Source: an optimization exercise on an open RTL-to-GDS flow (aim: small area and a short achievable clock period). Production flows keep margins and buffers that such runs may drop. The RTL was checked by simulation tests, not by an equivalence proof against the original design. The clock port is modelled as an ideal driver, which makes a skipped or thinned clock tree look cheaper than it is; a real chip needs a root buffer or a tree.

## run A
## BC_FIR
module BC_FIR(
    input  [12:0] in,
    input         clock_s,
    output [12:0] out
);
    reg [11:0] d0;
    reg [11:0] d1;
    reg [11:0] d2;
    reg [11:0] d3;
    reg [11:0] d4;
    reg [11:0] d5;
    reg [11:0] d6;
    reg [11:0] d7;
    reg [11:0] d8;
    reg [11:0] d9;
    reg [11:0] d10;
    reg [11:0] d11;
    reg [11:0] d12;
    reg [11:0] d13;
    reg [11:0] d14;
    reg [11:0] d15;
    reg [11:0] d16;
    reg [11:0] d17;
    reg [11:0] d18;
    reg [11:0] d19;
    reg [11:0] d20;
    reg [11:0] d21;
    reg [11:0] d22;
    reg [11:0] d23;
    reg [11:0] d24;
    reg [11:0] d25;
    reg [11:0] d26;
    reg [11:0] d27;
    reg [11:0] d28;
    reg [11:0] d29;
    reg pl3_0;
    reg pl3_1;
    reg pl3_2;
    reg pl3_3;
    reg pl3_4;
    reg pl3_5;
    reg pl3_6;
    reg r3_0;
    reg r3_1;
    reg r3_2;
    reg r3_3;
    reg r3_4;
    reg r3_5;
    reg r3_6;
    reg r3_7;
    reg r3_8;
    reg r3_9;
    reg r3_10;
    reg r3_11;
    reg r3_12;
    reg r3_13;
    reg pl1_0;
    reg pl1_1;
    reg pl1_2;
    reg pl1_3;
  ...
clock: 16.0 ns
lec_check: 0
cap_margin: 20
core_margin: 2
core_utilization: 65
place_density: 0.75
slew_margin: 20
synth_hierarchical: 1
synth_minimum_keep_size: 0
standard.sh (not shown) runs the stock make flow with config.mk's settings and CLKGATE_MAP_FILE= SYNTH_SCRIPT=/design/flow/synth_recipe.tcl, a recipe that flattens the netlist after the stock synthesis.
==> flow/flow/run.sh <==
#!/bin/bash
# Standard ORFS layout (the standard.sh) with two changes:
#  - port buffers made from sky130_fd_sc_hd__buf_2 instead of the default delay-buffer cell;
#  - the clock tree built by flow/cts_hook.tcl (PRE_CTS hook): a balanced two-level
#    buffer tree in place of TritonCTS's deeper tree.
# All tool output goes to standard_flow.log here and to the ORFS logs under orfs/logs.
set -euo pipefail
bash standard.sh "BUFFER_PORTS_ARGS=-buffer_cell sky130_fd_sc_hd__buf_2" \
  "PRE_CTS_TCL=$PWD/flow/cts_hook.tcl" \
  finish > standard_flow.log 2>&1
==> flow/flow/cts_hook.tcl <==
# PRE_CTS hook: builds a two-level clock tree by hand, then makes the flow's
# clock_tree_synthesis call a no-op.
#   clock_s -> NROOT root buffers (clkbuf_16) -> NLEAF leaf buffers (clkbuf_8)
#   -> flip-flop clock pins.
# Flip-flops are split into NLEAF balanced clusters (k-means); each leaf buffer
# sits at its cluster's centre, each root buffer at the centre of its leaves.
# Every flip-flop sees the same two buffer levels.
set ::mct_nleaf 24
set ::mct_nroot 4
set ::mct_leaf sky130_fd_sc_hd__clkbuf_8
set ::mct_root sky130_fd_sc_hd__clkbuf_16

proc mct_kmeans {pts k seed} {
  # balanced k-means (greedy capacity-limited assignment); returns {centres assignment}
  set n [llength $pts]
  set cap [expr {int(ceil(double($n) / $k * 1.15))}]
  expr {srand($seed)}
  set best_cost 1e30
  set best {}
  for {set trial 0} {$trial < 8} {incr trial} {
    # initial centres: random distinct points
    set idx {}
    while {[llength $idx] < $k} {
      set r [expr {int(rand() * $n)}]
      if {[lsearch $idx $r] < 0} { lappend idx $r }
    }
    set cent {}
    foreach i $idx { lappend cent [lindex $pts $i] }
    for {set it 0} {$it < 25} {incr it} {
      set pairs {}
      for {set i 0} {$i < $n} {incr i} {
        lassign [lindex $pts $i] x y
        for {set c 0} {$c < $k} {incr c} {
          lassign [lindex $cent $c] cx cy
          lappend pairs [list [expr {abs($x - $cx) + abs($y - $cy)}] $i $c]
        }
      }
      set pairs [lsort -real -index 0 $pairs]
      set asg [lrepeat $n -1]
      set cnt [lrepeat $k 0]
      foreach p $pairs {
        lassign $p d i c
        if {[lindex $asg $i] < 0 && [lindex $cnt $c] < $cap} {
          lset asg $i $c
          lset cnt $c [expr {[lindex $cnt $c] + 1}]
        }
      }
      set sx [lrepeat $k 0.0]; set sy [lrepeat $k 0.0]
      for {set i 0} {$i < $n} {incr i} {
        set c [lindex $asg $i]
        lassign [lindex $pts $i] x y
        lset sx $c [expr {[lindex $sx $c] + $x}]
        lset sy $c [expr {[lindex $sy $c] + $y}]
      }
      set newc {}
      for {set c 0} {$c < $k} {incr c} {
        set m [lindex $cnt $c]
        if {$m > 0} {
          lappend newc [list [expr {[lindex $sx $c] / $m}] [expr {[lindex $sy $c] / $m}]]
        } else {
          lappend newc [lindex $cent $c]
        }
      }
      set cent $newc
    }
    set cost 0.0
    for {set i 0} {$i < $n} {incr i} {
      lassign [lindex $pts $i] x y
      lassign [lindex $cent [lindex $asg $i]] cx cy
      set cost [expr {$cost + abs($x - $cx) + abs($y - $cy)}]
    }
    if {$cost < $best_cost} {
      set best_cost $cost
      set best [list $cent $asg]
    }
  }
  return $best
}

proc mct_build {} {
  set block [ord::get_db_block]
  set db [ord::get_db]
  set clk [$block findNet clock_s]
  set sinks {}
  set pts {}
  foreach it [$clk getITerms] {
    set inst [$it getInst]
    set bb [$inst getBBox]
    lappend sinks $it
    lappend pts [list [expr {([$bb xMin] + [$bb xMax]) / 2}] [expr {([$bb yMin] + [$bb yMax]) / 2}]]
  }
  puts "manual clock tree: [llength $sinks] clock sinks"
  lassign [mct_kmeans $pts $::mct_nleaf 1] lcent lasg
  lassign [mct_kmeans $lcent $::mct_nroot 2] rcent rasg
  set rootm [$db findMaster $::mct_root]
  set leafm [$db findMaster $::mct_leaf]
  set rnets {}
  for {set r 0} {$r < $::mct_nroot} {incr r} {
    set net [odb::dbNet_create $block clknet_root_$r]
    $net setSigType CLOCK
    set inst [odb::dbInst_create $block $rootm clkbuf_root_$r]
    [$inst findITerm A] connect $clk
    [$inst findITerm X] connect $net
    lassign [lindex $rcent $r] x y
    $inst setLocation [expr {int($x)}] [expr {int($y)}]
    $inst setPlacementStatus PLACED
    lappend rnets $net
  }
  set lnets {}
  for {set l 0} {$l < $::mct_nleaf} {incr l} {
    set net [odb::dbNet_create $block clknet_leaf_$l]
    $net setSigType CLOCK
    set inst [odb::dbInst_create $block $leafm clkbuf_leaf_$l]
    [$inst findITerm A] connect [lindex $rnets [lindex $rasg $l]]
    [$inst findITerm X] connect $net
    lassign [lindex $lcent $l] x y
    $inst setLocation [expr {int($x)}] [expr {int($y)}]
    $inst setPlacementStatus PLACED
    lappend lnets $net
  }
  for {set i 0} {$i < [llength $sinks]} {incr i} {
    set it [lindex $sinks $i]
    $it disconnect
    $it connect [lindex $lnets [lindex $lasg $i]]
  }
  puts "manual clock tree: $::mct_nroot root and $::mct_nleaf leaf buffers"
}

mct_build
rename clock_tree_synthesis mct_unused_clock_tree_synthesis
proc clock_tree_synthesis {args} {
  puts "clock_tree_synthesis skipped: the clock tree was built by the PRE_CTS hook"
}
Run A: full flow OK, the timing, design-rule and antenna checks passed
Here is what was changed in the inputs of run B compared with run A.
-- flow/config.mk --
<<< run A, line 9
export CORE_MARGIN = 2
export CORE_UTILIZATION = 65
export PLACE_DENSITY = 0.75
export SLEW_MARGIN = 20
>>> run B, line 9
export CORE_MARGIN = 2
export CORE_UTILIZATION = 80
export PLACE_DENSITY = 0.9
export SLEW_MARGIN = 20
Comparing the two runs side by side, run B comes out behind run A on final period demand of the worst path.
For placer congestion estimate, dividing the value from run A by the value from run B gives 0.948.
As far as multi-input combinational area share is concerned, run B and run A perform about the same.
Routed wire in run B totals more than in run A.
Run A and run B ended up with nearly the same share of the cycle needed by the critical path after routing.
Summary of run B over run A: die outline width fell by 14 µm; hold slack fell by 27 ps.
> inputs changed (run B -> run C)
-- flow/flow/run.sh --
<<< run B, line 7
set -euo pipefail
bash standard.sh "BUFFER_PORTS_ARGS=-buffer_cell sky130_fd_sc_hd__buf_2" \
  "PRE_CTS_TCL=$PWD/flow/cts_hook.tcl" \
>>> run C, line 7
set -euo pipefail
bash standard.sh "BUFFER_PORTS_ARGS=-buffer_cell sky130_fd_sc_hd__buf_1" \
  "PRE_CTS_TCL=$PWD/flow/cts_hook.tcl" \
-- flow/flow/cts_hook.tcl --
<<< run B, line 1
# PRE_CTS hook: builds a two-level clock tree by hand, then makes the flow's
# clock_tree_synthesis call a no-op.
#   clock_s -> NROOT root buffers (clkbuf_16) -> NLEAF leaf buffers (clkbuf_8)
>>> run C, line 1
# PRE_CTS hook: sizes up the output port buffers, builds a two-level clock tree
# by hand, then makes the flow's clock_tree_synthesis call a no-op.
#   clock_s -> NROOT root buffers (clkbuf_16) -> NLEAF leaf buffers (clkbuf_8)
<<< run B, line 128

mct_build
>>> run C, line 128

# The port buffers were made from buf_1 (BUFFER_PORTS_ARGS); the output ports,
# which drive the external load, get buf_2. detailed_placement in cts.tcl legalizes.
proc mct_upsize_outputs {} {
  set n 0
  foreach inst [[ord::get_db_block] getInsts] {
    if {[string match output* [$inst getName]] && [[$inst getMaster] getName] eq "sky130_fd_sc_hd__buf_1"} {
      replace_cell [$inst getName] sky130_fd_sc_hd__buf_2
      incr n
    }
  }
  puts "output port buffers sized up to buf_2: $n"
}

mct_upsize_outputs
mct_build
-- flow/config.mk --
<<< run B, line 9
export CORE_MARGIN = 2
export CORE_UTILIZATION = 80
export PLACE_DENSITY = 0.9
export SLEW_MARGIN = 20
>>> run C, line 9
export CORE_MARGIN = 2
export CORE_UTILIZATION = 65
export PLACE_DENSITY = 0.75
export SLEW_MARGIN = 20
### Flow results
Every run (run C and run B) finished clean. In the reports for run C and run B, the larger wire length on met2 belongs to run B. Run B has a higher sequential fraction of total cell area than run C. In the metrics for run C and run B, the one carrying the lower wire length of the first global-routing pass is run C. On peak clock frequency supported by timing, run C and run B are neck and neck.
No run of this note takes its clock network from TritonCTS; it comes from the design's own scripts or RTL.

port drivers added, routing unchanged:
The flow's constraints put no driver on any port. The routed layouts listed below were extracted and timed again, unchanged, in two steps. Step 1 sets driving cells, clkbuf_16 on the clock port and buf_2 on the other inputs (assumed; they add their load-dependent delay and slew). Step 2 adds t to the input delays and takes it off the output delays; t is the mean of the earliest and latest rising clock arrival at the registers after step 1. Input paths then give back, and output paths get back, about the clock's delay inside the block. a / b / c = ideal / step 1 / step 2; a / b = the first two.
run | t (ns) | setup WS [ns] | hold WS [ns] | worst setup path at the end
run A | 0.408 | 12.046 / 11.952 / 12.238 | 0.315 / 0.315 / 0.315 | register to register
run B | 0.406 | 12.030 / 11.933 / 12.048 | 0.288 / 0.288 / 0.288 | register to register
run C | 0.409 | 12.030 / 11.932 / 12.239 | 0.305 / 0.305 / 0.305 | register to register
After both steps setup and hold are still met in every run listed.
